Source: an optimization exercise on an open RTL-to-GDS flow (aim: a short achievable clock period and few clock cycles). Production flows keep margins and buffers that such runs may drop. Where RTL was checked, it was by simulation tests only, not by an equivalence proof against the original.

==> job 7169 <==
==> flow/design.v (excerpt) <==
module datapath (input clock, reset,
		 output [31:0] imem_addr,
		 input  [31:0] imem_rdata,
		 output        dmem_we,
		 output [31:0] dmem_addr, dmem_wdata,
		 input  [31:0] dmem_rdata);
Settings: LEC_CHECK=0, CAP_MARGIN=25, CORE_MARGIN=2, CORE_UTILIZATION=40, SETUP_SLACK_MARGIN=3.2, SLEW_MARGIN=20; clock period 5.8 ns.
standard.sh (not shown) runs the stock make flow with config.mk's settings and CLKGATE_MAP_FILE= SYNTH_SCRIPT=/design/flow/synth_recipe.tcl, a recipe that flattens the netlist after the stock synthesis.
==> flow/flow/run.sh <==
#!/bin/bash
# Layout flow: the standard flow, with synthesis mapping all the logic, adders
# included, through ABC with a delay-oriented script (flow/speed.abc) in place of the
# default one and without the fixed full/half-adder cells, and the ports buffered with
# sky130_fd_sc_hd__buf_8 (the default choice is a slow delay cell). Everything else,
# including the registers that synthesis produces, is the standard flow's.
set -euo pipefail
here=$(pwd)
bash standard.sh SYNTH_SCRIPT=$here/flow/synth.tcl ADDER_MAP_FILE= "BUFFER_PORTS_ARGS=-buffer_cell sky130_fd_sc_hd__buf_8" finish > $here/standard.log 2>&1
==> flow/flow/speed.abc <==
strash
dch
map -D 1000
buffer -c
topo
stime -c
upsize -c
dnsize -c
==> flow/flow/synth.tcl <==
# The standard flow's synthesis script, with the ABC mapping script replaced by flow/speed.abc
set ::speed_abc [file join [file dirname [file normalize [info script]]] speed.abc]
proc abc {args} {
  set i [lsearch $args -script]
  lset args [expr {$i + 1}] $::speed_abc
  yosys abc {*}$args
}
source [file join [file dirname [file dirname [file normalize [info script]]]] synth_recipe.tcl]
==> inputs of job 131, as changes to job 7169 <==
--- a/flow/design.v
+++ b/flow/design.v
@@ -79,25 +79,24 @@
 reg        v_d, pred_d, spred_d, lpf_d;
 reg [31:0] ins_d, pc4_d, rsv_d, rtv_d;
 reg [31:2] pcs_d;
 reg [16:0] blo_d;
 reg [13:0] pch_d, pchi_d, pchd_d;
 reg        he_rs, he_rt, hm_rs, hm_rt;	 
-reg        hmw_rs, hmw_rt, hww_rs, hww_rt;	 
 reg        mf_d, ldst_d;
 reg [31:0] a_e, b_e, sd_e, alt_e, bt_e;
 reg        sld_e, lta_e, ltb_e;
 reg        we_e, ld_e, st_e, br_e, brl_e, inv_e, eq_e, crs_e, mul_e, msg_e, kill_e;
 reg [4:0]  wr_e;
 reg        arith_e, sub_e, xp_e, xg_e, xt_e, xn_e, xb_e, sls_e, slu_e, mhi_e, mlo_e;
 reg [31:0] res_m, sd_m;
 reg        we_m, ld_m, st_m;
 reg [4:0]  wr_m;
 reg        bl_m, inv_l, eq_l, crs_l;
 reg [31:0] alt_l, bt_l;
-reg [31:0] wd_w, wdq;
+reg [31:0] wd_w;
 reg        we_w;
 reg [4:0]  wr_w;
 reg [31:0] ma, hi0, hi1;
 reg [32:0] lo;
 reg [50:0] mdig;
 reg        msg, mv1, mv2;
@@ -109,21 +108,21 @@
 wire [31:0] memval = ld_m ? dmem_rdata : res_m;
 wire [31:0] ins_f = imem_rdata;
 wire [4:0]  rs_f = ins_f[25:21];
 wire [4:0]  rt_f = ins_f[20:16];
 wire [31:0] pc4_f = pc_f + 32'd4;
 localparam NL = 8;
-localparam LTB = 8;
+localparam LTB = 10;
 reg [NL-1:0] lv, lconf, lex;	 
 reg [LTB-1:0] ltag [0:NL-1];
 reg [LTB-1:0] ltagp [0:NL-1];	 
 reg [7:0]  lcnt [0:NL-1];
 reg [7:0]  ltrip [0:NL-1];
 reg        lflip_q;
 reg [LTB-1:0] ltg_e, ltg_l;
-reg        cinv_e, cinv_l, lpf_e, lpf_l, lbw_e, lbw_l, lq_bw;
+reg        cinv_e, cinv_l, lpf_e, lpf_l;
 reg [NL-1:0] lhit_d, lhit_e, lhit_l;
 integer lh;
 always @* for (lh = 0; lh < NL; lh = lh + 1) lhit_d[lh] = lv[lh] & (ltag[lh] == pcs_d[LTB+1:2]);
 wire [5:0]  op_f = ins_f[31:26];
 wire jmp_f = op_f == 6'b000010;
 wire beq_f = op_f == 6'b000100;
@@ -139,13 +138,13 @@
 wire [31:0] npc_f = jmp_f ? jtgt_f : pred_f ? btgt_f : pc4_f;
 reg lflip_n;
 integer li;
 always @* begin
 	lflip_n = 1'b0;
 	for (li = 0; li < NL; li = li + 1)
-		lflip_n = lflip_n | (lex[li] & (ltagp[li] == pcx[LTB+1:2]));
+		lflip_n = lflip_n | (lv[li] & lconf[li] & (ltagp[li] == pcx[LTB+1:2]) & lex[li]);
 end
 always @(posedge clock)
 begin
 	if (reset | redirect) lflip_q <= 1'b0;
 	else if (~stall_d) lflip_q <= lflip_n & ~jmp_f & ~pred_f;
 end
@@ -171,12 +170,16 @@
 	      op_f == 6'h0d | op_f == 6'h0e;
 wire urs_f = ralu_f | mul_f | ialu_f | op_f == 6'h23 | op_f == 6'h2b;
 wire urt_f = ralu_f | mul_f;
 wire mf_f = rt0_f & (fn_f == 6'h10 | fn_f == 6'h12);
 wire [31:0] rf_rs = (rs_f == 5'b0) ? 32'b0 : rf[rs_f];
 wire [31:0] rf_rt = (rt_f == 5'b0) ? 32'b0 : rf[rt_f];
+wire [31:0] rsw_f = (we_w & (wr_w == rs_f)) ? wd_w : rf_rs;
+wire [31:0] rtw_f = (we_w & (wr_w == rt_f)) ? wd_w : rf_rt;
+wire [31:0] rsv_f = (we_m & (wr_m == rs_f)) ? memval : rsw_f;
+wire [31:0] rtv_f = (we_m & (wr_m == rt_f)) ? memval : rtw_f;
 wire [5:0] op = ins_d[31:26];
 wire [5:0] fn = ins_d[5:0];
 wire [4:0] rs = ins_d[25:21];
 wire [4:0] rt = ins_d[20:16];
 wire [4:0] rd = ins_d[15:11];
 wire rtype = op == 6'b000000;
@@ -210,23 +213,21 @@
 wire [4:0] wr_d = rtype ? rd : rt;
 wire we_d = (r_alu | f_hi | f_lo | i_alu | i_lui | i_lw) & (wr_d != 5'b0);
 wire zext = i_and | i_or | i_xor;
 wire [31:0] imm_d = i_lui ? {ins_d[15:0], 16'b0} : {{16{ins_d[15] & ~zext}}, ins_d[15:0]};
 wire hit_e_rs = he_rs & we_e;
 wire hit_e_rt = he_rt & we_e;
-wire [31:0] rsb = hmw_rs ? wd_w : hww_rs ? wdq : rsv_d;
-wire [31:0] rtb = hmw_rt ? wd_w : hww_rt ? wdq : rtv_d;
-wire [31:0] v_rs = (hm_rs & we_m) ? memval : rsb;
-wire [31:0] v_rt = (hm_rt & we_m) ? memval : rtb;
+wire [31:0] v_rs = (hm_rs & we_m) ? memval : rsv_d;
+wire [31:0] v_rt = (hm_rt & we_m) ? memval : rtv_d;
 wire hs = hm_rs & we_m;
 wire ht = hm_rt & we_m;
-wire eq_rr = rsb == rtb;
-wire eq_ar = res_m == rtb;
-wire eq_dr = dmem_rdata == rtb;
-wire eq_ra = rsb == res_m;
-wire eq_rd = rsb == dmem_rdata;
+wire eq_rr = rsv_d == rtv_d;
+wire eq_ar = res_m == rtv_d;
+wire eq_dr = dmem_rdata == rtv_d;
+wire eq_ra = rsv_d == res_m;
+wire eq_rd = rsv_d == dmem_rdata;
 wire eq_d = (hs & ht) | (hs & ~ht & (ld_m ? eq_dr : eq_ar)) | (~hs & ht & (ld_m ? eq_rd : eq_ra)) |
 	    (~hs & ~ht & eq_rr);
 wire ld_use = ldst_d & we_e;
 wire mf_wait = mf_d & (mul_e | mv1 | mv2);
 assign stall_d = v_d & (ld_use | mf_wait);
 wire go_d = v_d & ~stall_d;
@@ -235,16 +236,12 @@
 	if (reset | redirect) v_d <= 1'b0;
 	else if (~stall_d) v_d <= 1'b1;
 	ldst_d <= ~stall_d & v_d & i_lw & ((wr_d == rs_f & urs_f) | (wr_d == rt_f & urt_f));
 	if (stall_d) begin
 		rsv_d <= v_rs;
 		rtv_d <= v_rt;
-		hmw_rs <= 1'b0;
-		hmw_rt <= 1'b0;
-		hww_rs <= 1'b0;
-		hww_rt <= 1'b0;
 		hm_rs <= wr_e == rs;
 		hm_rt <= wr_e == rt;
 	end else begin
 		ins_d <= ins_f;
 		pc4_d <= pc4_f;
 		pcs_d <= pcx;
@@ -252,18 +249,14 @@
 		pch_d <= pc_f[31:18];
 		pchi_d <= pc_f[31:18] + 14'd1;
 		pchd_d <= pc_f[31:18] - 14'd1;
 		pred_d <= pred_f;
 		spred_d <= spred_f;
 		lpf_d <= lpf_f;
-		rsv_d <= rf_rs;
-		rtv_d <= rf_rt;
-		hmw_rs <= we_m & (wr_m == rs_f);
-		hmw_rt <= we_m & (wr_m == rt_f);
-		hww_rs <= we_w & (wr_w == rs_f);
-		hww_rt <= we_w & (wr_w == rt_f);
+		rsv_d <= rsv_f;
+		rtv_d <= rtv_f;
 		mf_d <= mf_f;
 		he_rs <= wr_d == rs_f;
 		he_rt <= wr_d == rt_f;
 		hm_rs <= wr_e == rs_f;
 		hm_rt <= wr_e == rt_f;
 	end
@@ -291,13 +284,12 @@
 	end
 	wr_e <= wr_d;
 	inv_e <= i_bne ^ pred_d;	 
 	cinv_e <= i_bne ^ spred_d;	 
 	lpf_e <= lpf_d;
 	ltg_e <= pcs_d[LTB+1:2];
-	lbw_e <= ins_d[15];
 	lhit_e <= lhit_d;
 	eq_e <= eq_d;
 	msg_e <= ~fn[0];
 	alt_e <= pred_d ? pc4_d : btgt_d;
 	bt_e <= btgt_d;
 	crs_e <= pred_d & (blo_d[16] != ins_d[15]);
@@ -362,17 +354,15 @@
 always @(posedge clock)
 begin
 	lq_hit <= lu_m ? lhit_l : lhit_e;	 
 	lq_go <= lu_m ? ~(eq_l ^ cinv_l) : ~(eq_e ^ cinv_e);	 
 	lq_lpf <= lu_m ? lpf_l : lpf_e;
 	lq_tag <= lu_m ? ltg_l : ltg_e;
-	lq_bw <= lu_m ? lbw_l : lbw_e;
 	if (reset) begin
 		lq_v <= 1'b0;
 		lv <= {NL{1'b0}};
-		lex <= {NL{1'b0}};	 
 		lptr <= 3'b0;
 	end else begin
 		lq_v <= lu_m | lu_e;
 		if (lq_v) begin
 			if (|lq_hit) begin
 				for (lk = 0; lk < NL; lk = lk + 1) if (lq_hit[lk]) begin
@@ -384,19 +374,19 @@
 						ltrip[lk] <= lcnt[lk];
 						lconf[lk] <= lcnt[lk] != 8'hff;
 						lcnt[lk] <= 8'd0;
 						lex[lk] <= lcnt[lk] == 8'd0;
 					end
 				end
-			end else if (~lq_go | lq_bw) begin
+			end else if (~lq_go) begin
 				lv[lptr] <= 1'b1;
 				lconf[lptr] <= 1'b0;
 				lex[lptr] <= 1'b0;
 				ltag[lptr] <= lq_tag;
 				ltagp[lptr] <= lq_tag - 1'b1;
-				lcnt[lptr] <= {7'd0, lq_go};
+				lcnt[lptr] <= 8'd0;
 				lptr <= lptr + 3'd1;
 			end
 		end
 	end
 end
 assign redirect_pc = redirect_m ? ((crs_l & ~misp_l) ? bt_l : alt_l) : ((crs_e & ~misp_e) ? bt_e : alt_e);
@@ -414,13 +404,12 @@
 	res_m <= res_e;
 	sd_m <= sld_e ? dmem_rdata : sd_e;
 	inv_l <= inv_e;
 	cinv_l <= cinv_e;
 	lpf_l <= lpf_e;
 	ltg_l <= ltg_e;
-	lbw_l <= lbw_e;
 	lhit_l <= lhit_e;
 	alt_l <= alt_e;
 	bt_l <= bt_e;
 	crs_l <= crs_e;
 	eq_l <= (lta_e & ltb_e) | (lta_e & ~ltb_e & (dmem_rdata == b_e)) | (~lta_e & ltb_e & (a_e == dmem_rdata)) |
 		(~lta_e & ~ltb_e & (a_e == b_e));
@@ -461,25 +450,17 @@
 always @(posedge clock)
 begin
 	if (reset) we_w <= 1'b0;
 	else we_w <= we_m;
 	wr_w <= wr_m;
 	wd_w <= memval;
-	wdq <= wd_w;
 end
-reg        rst_q;
-reg [31:1] wrx_w;
 integer k;
 always @(posedge clock)
 begin
-	rst_q <= reset;
-	for (k = 1; k < 32; k = k + 1) wrx_w[k] <= ~reset & we_m & (wr_m == k);
-end
-genvar gk;
-generate
-	for (gk = 1; gk < 32; gk = gk + 1) begin : rfw
-		always @(posedge clock)
-			if (rst_q) rf[gk] <= 32'b0;
-			else if (wrx_w[gk]) rf[gk] <= wd_w;
+	if (reset) begin
+		for (k = 1; k < 32; k = k + 1) rf[k] <= 32'b0;
+	end else if (we_w) begin
+		rf[wr_w] <= wd_w;
 	end
-endgenerate
+end
 endmodule
==> flow/flow/run.sh (replaced) <==
#!/bin/bash
# Layout flow: the standard flow, with synthesis mapping the logic through ABC with a
# delay-oriented script (flow/speed.abc) in place of the default one, and the ports
# buffered with sky130_fd_sc_hd__buf_8 (the default choice is a slow delay cell).
# Everything else, including the registers that synthesis produces, is the standard flow's.
set -euo pipefail
here=$(pwd)
bash standard.sh SYNTH_SCRIPT=$here/flow/synth.tcl "BUFFER_PORTS_ARGS=-buffer_cell sky130_fd_sc_hd__buf_8" finish > $here/standard.log 2>&1
==> flow/flow/speed.abc (replaced) <==
&get -n
&st
&dch
&nf
&put
buffer -c
topo
stime -c
upsize -c
dnsize -c
==> results.txt <==
The number of non-filler instances in the completed layout came out at approximately 18000. Registers take approximately 70000 um2. Sorting the synthesized cells by area gives the leading types as edfxtp_1 31%, dfxtp_1 16%, mux4_2 8.0%, fa_1 8.0%, and2_1 4.4%. The worst hold slack after final layout came out at 0.334 ns.

The floorplan step defined a die boundary enclosing 364000 um2. The worst path in the final design needs a cycle of 2.90 ns, including I/O delays and setup. Relative to the synthesized area, the layout overhead comes to 21.1%. The flow ran to the end and the layout has no timing, DRC or antenna violations.
-- figures above: job 131

==> results.txt <==
After synthesis, the cell types taking the most area are dfxtp_1 30%, nand2_1 8.8%, edfxtp_1 8.8%, xor2_1 6.6%, o21ai_0 6.2%. After layout, the minimum clock period comes to between 2 and 3 ns. In this run, post-CTS hold repair placed 0 buffers. Registers take 58100 um2.

The warning count from the yosys run came out at 36. The buffers plus inverters on the worst setup path came out at 0. The slew at the pin with the worst max-slew slack came out at approximately 1.1 ns.

The detailed-route via count came out at around 140k. The global-route wire length before repair is roughly 900000 um. The top-area cell type share of the netlist area is between 30% and 40%. The die outline area is ~370000 um2. The critical path is of the reg -> reg type. The area growth from synthesis to layout came out at 15.2%.

The number of non-filler instances in the completed layout is 24000. The run finished with no timing, DRC or antenna violations. The worst hold slack after final layout is 0.330 ns.
-- figures above: job 7169

Testbench counts of job 131, summed over its fixed seeds: cycles 54,305.
The RTL of job 7169 was laid out without a check of its function.

## afterwards: timing with drivers on the ports
How much do the figures lean on ideal ports? The routed layouts below were timed once more, with nothing changed but the port constraints.
Step 1, drivers: a clkbuf_16 drives clock and a buf_2 each remaining input, both assumed.
Step 2 moves the port delays by t, midway between the first and last clock arrival at a register: inputs arrive t later, outputs are due t later. That takes back most of the time a late clock gives input paths.
Slacks: no drivers / after step 1 / after step 2; pairs: no drivers / after step 1.
run | t, ns | setup slack, ns | worst setup path at the end
job 7169 | 1.059 | 2.976 / 2.976 / 2.068 | input to register
job 131 | 1.022 | 2.896 / 2.896 / 1.895 | input to register
After both steps setup and hold are still met in every run listed. The setup slack of job 131, which loses most, moves by 0.000 ns with the drivers and by -1.001 ns with both steps.
